This design comes from an exercise in tuning for small area and a short achievable clock period on the open sky130 flow, not from production work. No activity file was given, so power comes from the tool's default toggle rates.

// compute_array
module compute_array (
    input clk, clear,
    input [3:0] tile_opcode,
    input [63:0] value_a, value_b,
    output [63:0] wire_out
);
Size: ~2300 cells after synthesis, roughly 200 I/O pins.
clock: 16.0 ns
lec_check: 0
cap_margin: 20
core_margin: 2
core_utilization: 40
setup_slack_margin: 3.7
slew_margin: 20
synth_hierarchical: 1
synth_minimum_keep_size: 0
standard.sh (not shown) runs the stock make flow with config.mk's settings and CLKGATE_MAP_FILE= SYNTH_SCRIPT=/design/flow/synth_recipe.tcl, a recipe that flattens the netlist after the stock synthesis.
==> flow/flow/run.sh <==
#!/bin/bash
# The standard layout (the standard.sh: standard synthesis, then ORFS to
# finish) with two changes:
# - the port buffers are sky130_fd_sc_hd__buf_1 cells in place of the delay
#   buffers buffer_ports picks by default;
# - before floorplanning, flow/downsize.tcl sets the combinational cells that
#   synthesis sized up back to drive strength 1 (repair sizes up again).
set -euo pipefail
here=$(pwd)
bash standard.sh synth > synth_flow.log 2>&1
bash standard.sh BUFFER_PORTS_ARGS="-buffer_cell sky130_fd_sc_hd__buf_1" \
    PRE_FLOORPLAN_TCL="$here/flow/downsize.tcl" finish > layout_flow.log 2>&1
==> flow/flow/downsize.tcl <==
# Before floorplanning: put every combinational cell that synthesis sized up
# back to its drive-strength-1 variant of the same function. The resizer's
# repair steps later size up again what slew, capacitance or timing need.
set db [ord::get_db]
set block [ord::get_db_block]
set n 0
foreach inst [$block getInsts] {
  set name [[$inst getMaster] getName]
  if { [regexp {^(sky130_fd_sc_hd__[a-z0-9]+)_([0-9]+)$} $name -> base drv] && $drv > 1 } {
    if { [string match "*__df*" $base] || [string match "*__sdf*" $base] || [string match "*__edf*" $base] } {
      continue
    }
    set master [$db findMaster ${base}_1]
    if { $master != "NULL" } {
      $inst swapMaster $master
      incr n
    }
  }
}
puts "downsize.tcl: $n instances set to drive strength 1"
The starting point completed without violations.
Then changed:
--- a/flow/design.v
+++ b/flow/design.v
@@ -395,24 +395,27 @@
 wire mac = opcode == 4'd15;
 wire read = opcode == 4'd8;
 wire arith = opcode[1:0] == 2'd3;           
 wire isadd = opcode[2:0] == 3'd3;           
 wire flagop = ~opcode[3] & (opcode[2:0] == 3'd4 | opcode[2:0] == 3'd5)
             | opcode[2:0] == 3'd6;           
 wire eqop = opcode[2:0] == 3'd6;
 wire minop = opcode == 4'd12;
 wire maxop = opcode == 4'd13;
-wire cy = read | (cache_ok & ~clear & ~mac);
+wire cy, cy_rn, cy_kn;
+assign cy_rn = ~read;
+assign cy_kn = ~(cache_ok & ~mac);
+cellO21ai cyg(cy_kn, clear, cy_rn, cy);
 wire [15:0] yn;
 genvar i;
 generate
     for (i = 0; i < 16; i = i + 1) begin: opnd
-        cellA22oi ym(cy, R[i], ~cy, input1_wire[i], yn[i]);
+        cellMux2i ym(input1_wire[i], R[i], cy, yn[i]);
     end
 endgenerate
 wire rowsel = arith & ~isadd;
 wire [16:0] xe = {x, 1'b0};
 wire [7:0] one, two, neg, on, tn, ng;
 genvar k;
 generate
     for (k = 0; k < 8; k = k + 1) begin: benc
         assign one[k] = xe[2*k+1] ^ xe[2*k];
Effect: Non-clock buffer count drops by 52. Total power falls by about 0.4%. Via count fell by about 2.5%. Final area decreases by about 1.2%. Die area came out higher by about 0.56%. Core utilization falls by 0.64 points. Global-route usage came out lower by 1.1 points. Sequential share of layout area barely changes. Routed wire length came out lower by 4.2%. Critical path depth shrinks by 3.
No functional check of the RTL was part of any run of this note.

--- another note on this design; it stands on its own ---

==> run R <==
## compute_array
module compute_array (
    input clk, clear,
    input [3:0] tile_opcode,
    input [63:0] value_a, value_b,
    output [63:0] wire_out
);
clock: 16.0 ns
lec_check: 0
cap_margin: 20
core_margin: 2
core_utilization: 40
setup_slack_margin: 3.8
slew_margin: 20
synth_hierarchical: 1
synth_minimum_keep_size: 0
standard.sh (not shown) runs the stock make flow with config.mk's settings and CLKGATE_MAP_FILE= SYNTH_SCRIPT=/design/flow/synth_recipe.tcl, a recipe that flattens the netlist after the stock synthesis.
==> flow/flow/run.sh <==
#!/bin/bash
# The standard layout (the standard.sh: standard synthesis, then ORFS to
# finish) with two changes:
# - the port buffers are sky130_fd_sc_hd__buf_1 cells in place of the delay
#   buffers buffer_ports picks by default;
# - before floorplanning, flow/downsize.tcl sets the combinational cells that
#   synthesis sized up back to drive strength 1 (repair sizes up again).
set -euo pipefail
here=$(pwd)
bash standard.sh synth > synth_flow.log 2>&1
bash standard.sh BUFFER_PORTS_ARGS="-buffer_cell sky130_fd_sc_hd__buf_1" \
    PRE_FLOORPLAN_TCL="$here/flow/downsize.tcl" finish > layout_flow.log 2>&1
==> flow/flow/downsize.tcl <==
# Before floorplanning: put every combinational cell that synthesis sized up
# back to its drive-strength-1 variant of the same function. The resizer's
# repair steps later size up again what slew, capacitance or timing need.
set db [ord::get_db]
set block [ord::get_db_block]
set n 0
foreach inst [$block getInsts] {
  set name [[$inst getMaster] getName]
  if { [regexp {^(sky130_fd_sc_hd__[a-z0-9]+)_([0-9]+)$} $name -> base drv] && $drv > 1 } {
    if { [string match "*__df*" $base] || [string match "*__sdf*" $base] || [string match "*__edf*" $base] } {
      continue
    }
    set master [$db findMaster ${base}_1]
    if { $master != "NULL" } {
      $inst swapMaster $master
      incr n
    }
  }
}
puts "downsize.tcl: $n instances set to drive strength 1"
==> run F (differences from run R) <==
- SETUP_SLACK_MARGIN: 3.8 -> 4.5
==> results.ini <==
[pwr]
powerSeq_uw=281
power.density_mw_per_mm2=107

[setup_path]
r2r-end=ctl[2].tile_i.R[14]
reg2reg_slack_ns=10.47
crit_slowest_cell=fa_1

[timing]
skew_ns=0.0150

[route]
top_layer_used=met5

[layout]
fin_area_mm2=0.0274

[global_route]
track_usage_pct=29.8

[outcome]
status=timing/DRC/antenna clean

-- figures above: run F

==> results.ini <==
[setup_path]
crit_slowest_cell=o31a_1
r2r-end=ctl[3].tile_i.R[15]
reg2reg_slack_ns=10.22

[layout]
fin_area_mm2=0.0231

[global_route]
track_usage_pct=26.6

[pwr]
powerSeq_uw=271
power.density_mw_per_mm2=97.7

[outcome]
status=timing/DRC/antenna clean

[route]
top_layer_used=met4

-- figures above: run R

No run of this note included a check of the RTL's function; only the layout flow was run.

what the ideal ports hide:
How much do the figures lean on ideal ports? The routed layouts below were timed once more, with nothing changed but the port constraints. Step 1: set_driving_cell puts a clkbuf_16 on clk and a buf_2 on each other input, an assumption about the parent block. Step 2 times the ports against the registers' clock, not the clock port: input delays grow and output delays shrink by t, the midpoint of the rising clock arrivals with the driver on. Three values: no drivers, after step 1, after step 2; two values: the first two.
| run | t, ns | setup WS [ns] | worst setup path after step 2 | worst data-port slew with drivers (ns) | cell pins on the clock port's net |
|---|---|---|---|---|---|
| the first run of note 1 | 0.437 | 3.970 / 3.907 / 3.907 | input to output | 0.10 | 1 |
| the second run of note 1 | 0.434 | 3.975 / 3.927 / 3.927 | input to output | 0.09 | 1 |
| run R | 0.452 | 3.963 / 3.923 / 3.923 | input to output | 0.08 | 1 |
| run F | 0.456 | 4.304 / 4.171 / 4.171 | input to output | 0.21 | 1 |
After both steps setup and hold are still met in every run listed. The setup slack of run F, which loses most, moves by -0.133 ns with the drivers and by -0.133 ns with both steps.
